This is an optimization exercise on Yosys and OpenROAD, whose aim is small area, a short achievable clock period and few clock cycles per item, not a production implementation. Only simulation tests tie the RTL to the original design; equivalence was not proved.

==> inputs of trial 56 <==
Design axc_booth, start of the top module:
module axc_booth #(
        parameter integer NA=32,
        parameter integer NB=32,
        parameter integer NC=$clog2(NA)+1
    )(
        input   wire                 CLK,
        input   wire                 RST,
        input   wire                 START,
        input   wire  [NA-1:0]       A_in,
        input   wire  [NB-1:0]       B_in,
        input   wire  [NC-1:0]       C_in,
        output  wire  [NA+NB-1:0]    N_out,
        output  wire                 Done_out
    );
==> module axc_booth, before the edit <==
module axc_booth #(
        parameter integer NA=32,
        parameter integer NB=32,
        parameter integer NC=$clog2(NA)+1
    )(
        input   wire                 CLK,
        input   wire                 RST,
        input   wire                 START,
        input   wire  [NA-1:0]       A_in,
        input   wire  [NB-1:0]       B_in,
        input   wire  [NC-1:0]       C_in,
        output  wire  [NA+NB-1:0]    N_out,
        output  wire                 Done_out
    );
    localparam [63:0] Z = 64'hffffff5555555600;
    reg  [31:0] B_reg;
    reg  [31:0] A_reg;                   
    reg  [5:0]  q_reg;                   
    reg  [3:0]  cnt_reg;                 
    reg         skip_reg;
    reg  [3:0]  one_reg, two_reg, neg_reg;
    reg         pre;                     
    reg  [3:0]  st;                      
    reg         Done_reg;
    reg  [63:0] acc;
    wire        fast    = (C_in >= 6'd6);
    wire        skip_in = A_in[31] & C_in[0];
    wire [5:0]  q_in    = (C_in > 6'd32) ? 6'd35 : C_in + 6'd3;
    wire [7:0]  t_top   = A_in[31:24] ^ A_in[30:23];
    wire [3:0]  cnt_top = {3'b000, t_top[0]} + {3'b000, t_top[1]} + {3'b000, t_top[2]} + {3'b000, t_top[3]}
                        + {3'b000, t_top[4]} + {3'b000, t_top[5]} + {3'b000, t_top[6]} + {3'b000, t_top[7]};
    wire [3:0]  a_one, a_two, a_neg;
    genvar j;
    generate
        for (j = 0; j < 4; j = j + 1) begin : raw
            wire b1 = A_in[25+2*j], b0 = A_in[24+2*j], bm = A_in[23+2*j];
            assign a_one[j] = b0 ^ bm;
            assign a_two[j] = (b1 ^ b0) & ~(b0 ^ bm);
            assign a_neg[j] = b1 & ~(b0 & bm);
        end
    endgenerate
    wire [5:0]  q_run = (q_reg > {2'b00, cnt_reg}) ? q_reg - {2'b00, cnt_reg} : 6'd0;
    wire [3:0]  r_one, r_two, r_neg, r_cnt;
    transition_detect TD (.a(A_reg[31:24]), .a_below(A_reg[23]), .q(q_run), .skip(skip_reg),
                          .one(r_one), .two(r_two), .neg(r_neg), .cnt(r_cnt));
    always @(posedge CLK) begin
        if (START) begin
            B_reg    <= B_in;
            A_reg    <= fast ? {A_in[23:0], 8'd0} : A_in;
            skip_reg <= skip_in;
            q_reg    <= q_in;
            cnt_reg  <= fast ? cnt_top : 4'd0;
            one_reg  <= a_one; two_reg <= a_two; neg_reg <= a_neg;
        end else begin
            A_reg    <= {A_reg[23:0], 8'd0};
            q_reg    <= q_run;
            cnt_reg  <= r_cnt;
            one_reg  <= r_one; two_reg <= r_two; neg_reg <= r_neg;
        end
    end
    wire [33:0] row [0:3];
    generate
        for (j = 0; j < 4; j = j + 1) begin : rows
            barrel_shifter BS (.b(B_reg), .one(one_reg[j]), .two(two_reg[j]), .neg(neg_reg[j]), .row(row[j]));
        end
    endgenerate
    wire [7:0]  negbits = {1'b0, neg_reg[3], 1'b0, neg_reg[2], 1'b0, neg_reg[1], 1'b0, neg_reg[0]};
    wire [63:0] acc_in  = {(st[0] ? Z[63:8] : acc[55:0]), negbits};
    wire [63:0] sum = acc_in + {30'd0, row[0]} + {28'd0, row[1], 2'd0} + {26'd0, row[2], 4'd0}
                    + {24'd0, row[3], 6'd0};
    always @(posedge CLK) begin
        if (|st) acc <= sum;
    end
    always @(posedge CLK) begin
        if (RST) begin
            pre <= 1'b0;
            st <= 4'd0;
            Done_reg <= 1'b0;
        end else if (START) begin
            pre <= ~fast;
            st <= {3'b000, fast};
            Done_reg <= 1'b0;
        end else begin
            pre <= 1'b0;
            st <= {st[2:0], pre};
            if (st[2]) Done_reg <= 1'b1;
        end
    end
    assign N_out = acc;
    assign Done_out = Done_reg;
endmodule
clock: 11.0 ns
lec_check: 0
abc_area: 1
cap_margin: 20
core_margin: 2
core_utilization: 40
slew_margin: 20
tns_end_percent: 30
standard.sh (not shown) runs the stock make flow with config.mk's settings and CLKGATE_MAP_FILE= SYNTH_SCRIPT=/design/flow/synth_recipe.tcl, a recipe that flattens the netlist after the stock synthesis.
==> flow/flow/run.sh <==
#!/bin/bash
# Standard layout, but Yosys maps adders with its default (Brent-Kung) carry
# tree; the port buffers use the smallest buffer cell, and timing repair aims
# at 5 ns of setup slack (the clock and constraints are unchanged).
bash standard.sh "SYNTH_OPERATIONS_ARGS=-noshare" "BUFFER_PORTS_ARGS=-buffer_cell sky130_fd_sc_hd__buf_1" SETUP_SLACK_MARGIN=5 finish > standard.log 2>&1
==> inputs of build 53, as changes to trial 56 <==
--- a/flow/design.v
+++ b/flow/design.v
@@ -89,7 +89,7 @@
     reg  [3:0]  st;                      
     reg         Done_reg;
     reg  [63:0] acc;
-    wire        fast    = (C_in >= 6'd6);
+    wire        fast    = (C_in >= 6'd7);
     wire        skip_in = A_in[31] & C_in[0];
     wire [5:0]  q_in    = (C_in > 6'd32) ? 6'd35 : C_in + 6'd3;
     wire [7:0]  t_top   = A_in[31:24] ^ A_in[30:23];
==> flow/flow/run.sh (replaced) <==
#!/bin/bash
# Standard layout, with Yosys's full-adder extraction turned off (ABC maps
# the adder logic itself) and timing repair aiming at 5 ns of setup slack.
bash standard.sh ADDER_MAP_FILE= SETUP_SLACK_MARGIN=5 finish > standard.log 2>&1
--- a/flow/config.mk
+++ b/flow/config.mk
@@ -5,9 +5,7 @@
 export SDC_FILE = /design/flow/constraint.sdc
 export NUM_CORES = 4
 export LEC_CHECK = 0
-export ABC_AREA = 1
 export CAP_MARGIN = 20
 export CORE_MARGIN = 2
 export CORE_UTILIZATION = 40
 export SLEW_MARGIN = 20
-export TNS_END_PERCENT = 30
==> reports/metrics.csv <==
stage;metric;value;unit
cells_and_area;final-nonclk-buf-share;3.979;%
cells_and_area;nClkBuffers;17;
worst_setup_path;reg2reg_depth;23;
cells_and_area;nets;1869;
synth;synth_top_family_by_area;adder cells;
run_status;status;complete, no violations;
cells_and_area;buffers;149;
cells_and_area;final_area;0.01522;mm²
sta;finalCriticalPeriod;5.583;ns
Source of the figures above: trial 56

==> reports/metrics.csv <==
stage;metric;value;unit
clock_network;cts_setup_buffers;0;
cells_and_area;nets;2016;
run_status;status;complete, no violations;
sta;finalCriticalPeriod;5.443;ns
cells_and_area;nClkBuffers;20;
worst_setup_path;reg2reg_depth;15;
cells_and_area;final_area;0.01909;mm²
Source of the figures above: build 53

Testbench counts of trial 56, summed over its fixed seeds: cycles 61,116, items 12,000.
Testbench counts of build 53, summed over its fixed seeds: cycles 61,294, items 12,000.


==> branch sierra: inputs <==
RTL: one of the versions met above, not the one the previous note started from.
==> module axc_booth, before the edit <==
module axc_booth #(
        parameter integer NA=32,
        parameter integer NB=32,
        parameter integer NC=$clog2(NA)+1
    )(
        input   wire                 CLK,
        input   wire                 RST,
        input   wire                 START,
        input   wire  [NA-1:0]       A_in,
        input   wire  [NB-1:0]       B_in,
        input   wire  [NC-1:0]       C_in,
        output  wire  [NA+NB-1:0]    N_out,
        output  wire                 Done_out
    );
    localparam [63:0] Z = 64'hffffff5555555600;
    reg  [31:0] B_reg;
    reg  [31:0] A_reg;                   
    reg  [5:0]  q_reg;                   
    reg  [3:0]  cnt_reg;                 
    reg         skip_reg;
    reg  [3:0]  one_reg, two_reg, neg_reg;
    reg         pre;                     
    reg  [3:0]  st;                      
    reg         Done_reg;
    reg  [63:0] acc;
    wire        fast    = (C_in >= 6'd7);
    wire        skip_in = A_in[31] & C_in[0];
    wire [5:0]  q_in    = (C_in > 6'd32) ? 6'd35 : C_in + 6'd3;
    wire [7:0]  t_top   = A_in[31:24] ^ A_in[30:23];
    wire [3:0]  cnt_top = {3'b000, t_top[0]} + {3'b000, t_top[1]} + {3'b000, t_top[2]} + {3'b000, t_top[3]}
                        + {3'b000, t_top[4]} + {3'b000, t_top[5]} + {3'b000, t_top[6]} + {3'b000, t_top[7]};
    wire [3:0]  a_one, a_two, a_neg;
    genvar j;
    generate
        for (j = 0; j < 4; j = j + 1) begin : raw
            wire b1 = A_in[25+2*j], b0 = A_in[24+2*j], bm = A_in[23+2*j];
            assign a_one[j] = b0 ^ bm;
            assign a_two[j] = (b1 ^ b0) & ~(b0 ^ bm);
            assign a_neg[j] = b1 & ~(b0 & bm);
        end
    endgenerate
    wire [5:0]  q_run = (q_reg > {2'b00, cnt_reg}) ? q_reg - {2'b00, cnt_reg} : 6'd0;
    wire [3:0]  r_one, r_two, r_neg, r_cnt;
    transition_detect TD (.a(A_reg[31:24]), .a_below(A_reg[23]), .q(q_run), .skip(skip_reg),
                          .one(r_one), .two(r_two), .neg(r_neg), .cnt(r_cnt));
    always @(posedge CLK) begin
        if (START) begin
            B_reg    <= B_in;
            A_reg    <= fast ? {A_in[23:0], 8'd0} : A_in;
            skip_reg <= skip_in;
            q_reg    <= q_in;
            cnt_reg  <= fast ? cnt_top : 4'd0;
            one_reg  <= a_one; two_reg <= a_two; neg_reg <= a_neg;
        end else begin
            A_reg    <= {A_reg[23:0], 8'd0};
            q_reg    <= q_run;
            cnt_reg  <= r_cnt;
            one_reg  <= r_one; two_reg <= r_two; neg_reg <= r_neg;
        end
    end
    wire [33:0] row [0:3];
    generate
        for (j = 0; j < 4; j = j + 1) begin : rows
            barrel_shifter BS (.b(B_reg), .one(one_reg[j]), .two(two_reg[j]), .neg(neg_reg[j]), .row(row[j]));
        end
    endgenerate
    wire [7:0]  negbits = {1'b0, neg_reg[3], 1'b0, neg_reg[2], 1'b0, neg_reg[1], 1'b0, neg_reg[0]};
    wire [63:0] acc_in  = {(st[0] ? Z[63:8] : acc[55:0]), negbits};
    wire [63:0] sum = acc_in + {30'd0, row[0]} + {28'd0, row[1], 2'd0} + {26'd0, row[2], 4'd0}
                    + {24'd0, row[3], 6'd0};
    always @(posedge CLK) begin
        if (|st) acc <= sum;
    end
    always @(posedge CLK) begin
        if (RST) begin
            pre <= 1'b0;
            st <= 4'd0;
            Done_reg <= 1'b0;
        end else if (START) begin
            pre <= ~fast;
            st <= {3'b000, fast};
            Done_reg <= 1'b0;
        end else begin
            pre <= 1'b0;
            st <= {st[2:0], pre};
            if (st[2]) Done_reg <= 1'b1;
        end
    end
    assign N_out = acc;
    assign Done_out = Done_reg;
endmodule
clock: 11.0 ns
lec_check: 0
cap_margin: 20
core_margin: 2
core_utilization: 40
slew_margin: 20
==> flow/flow/run.sh <==
#!/bin/bash
# Standard layout; the port buffers use the smallest buffer cell, the clock
# tree uses mid-size clock buffers, and timing repair aims at 5 ns of setup
# slack (the clock and constraints are unchanged).
bash standard.sh "BUFFER_PORTS_ARGS=-buffer_cell sky130_fd_sc_hd__buf_1" \
    "CTS_BUF_LIST=sky130_fd_sc_hd__clkbuf_4 sky130_fd_sc_hd__clkbuf_8" \
    SETUP_SLACK_MARGIN=5 finish > standard.log 2>&1
==> branch quartz: changes against branch sierra <==
--- a/flow/design.v
+++ b/flow/design.v
@@ -90,5 +90,5 @@
     reg         Done_reg;
     reg  [63:0] acc;
-    wire        fast    = (C_in >= 6'd7);
+    wire        fast    = (C_in >= 6'd6);
     wire        skip_in = A_in[31] & C_in[0];
     wire [5:0]  q_in    = (C_in > 6'd32) ? 6'd35 : C_in + 6'd3;
==> flow/flow/run.sh (replaced) <==
#!/bin/bash
# Standard layout; the port buffers use the smallest buffer cell, and timing
# repair aims at 5.5 ns of setup slack (the clock and constraints are unchanged).
bash standard.sh "BUFFER_PORTS_ARGS=-buffer_cell sky130_fd_sc_hd__buf_1" SETUP_SLACK_MARGIN=5.5 finish > standard.log 2>&1
==> notes.md <==
metric	branch sierra	branch quartz
Layout Area Growth over Synthesis	8.41%	18.2%
Average via count per standard cell	5.63	5.70
Run status	timing/DRC/antenna clean	timing/DRC/antenna clean
Share of the final layout cell area in multi-input gates	60.9%	58.3%
Headroom to the max-slew limit	29.2%	32.0%
Buffer type at the clock tree root	sky130_fd_sc_hd__clkbuf_8	sky130_fd_sc_hd__clkbuf_16
Clock latency of the later-clocked register in the worst-skew pair	0.51 ns	0.46 ns
Overall routed net length	39,400 um	41,800 um
Wire length the detailed router placed on met1	17,600 um	18,200 um
Sequential share of cell area	26.2%	24.5%
Post-placement worst setup slack	4.55 ns	4.30 ns
Drt initial violations	881	1,248
Filler cell count	3,431	3,335
Cells after Synth	1,480	1,492
Max frequency	175 MHz	181 MHz
Detail-routed net length per standard cell	19.6 um	20.1 um
Area share of fa/ha/maj cells after synthesis	21.7%	22.1%
Endpoint required time on the critical path	11.26 ns	11.20 ns
Routed via count	11,332	11,854
Post-synthesis mux area share	2.36%	0.219%
Data arrival at the endpoint of the critical path	5.97 ns	5.72 ns
Testbench counts of branch sierra, summed over its fixed seeds: cycles 61,294, items 12,000.
Testbench counts of branch quartz, summed over its fixed seeds: cycles 61,116, items 12,000.

## port drivers added, routing unchanged
No port has a modelled driver above. Below, the same layouts with a new extraction and two added sets of constraints. Step 1 sets driving cells, clkbuf_16 on the clock port and buf_2 on the other inputs (assumed; they add their load-dependent delay and slew). Step 2 times the ports against the registers' clock, not the clock port: input delays grow and output delays shrink by t, the midpoint of the rising clock arrivals with the driver on. Slacks: ideal / step 1 / step 2; pairs: ideal / step 1.
run	shift t [ns]	setup WS [ns]	worst hold slack (ns)	worst register clock-pin slew, ns
trial 56	0.504	5.417 / 5.417 / 5.417	0.435 / 0.435 / 0.435	0.08 / 0.08
build 53	0.534	5.557 / 5.557 / 5.557	0.454 / 0.454 / 0.454	0.07 / 0.07
branch sierra	0.550	5.286 / 5.286 / 5.286	0.459 / 0.459 / 0.459	0.12 / 0.12
branch quartz	0.499	5.481 / 5.481 / 5.481	0.452 / 0.452 / 0.452	0.08 / 0.08
After both steps setup and hold are still met in every run listed.
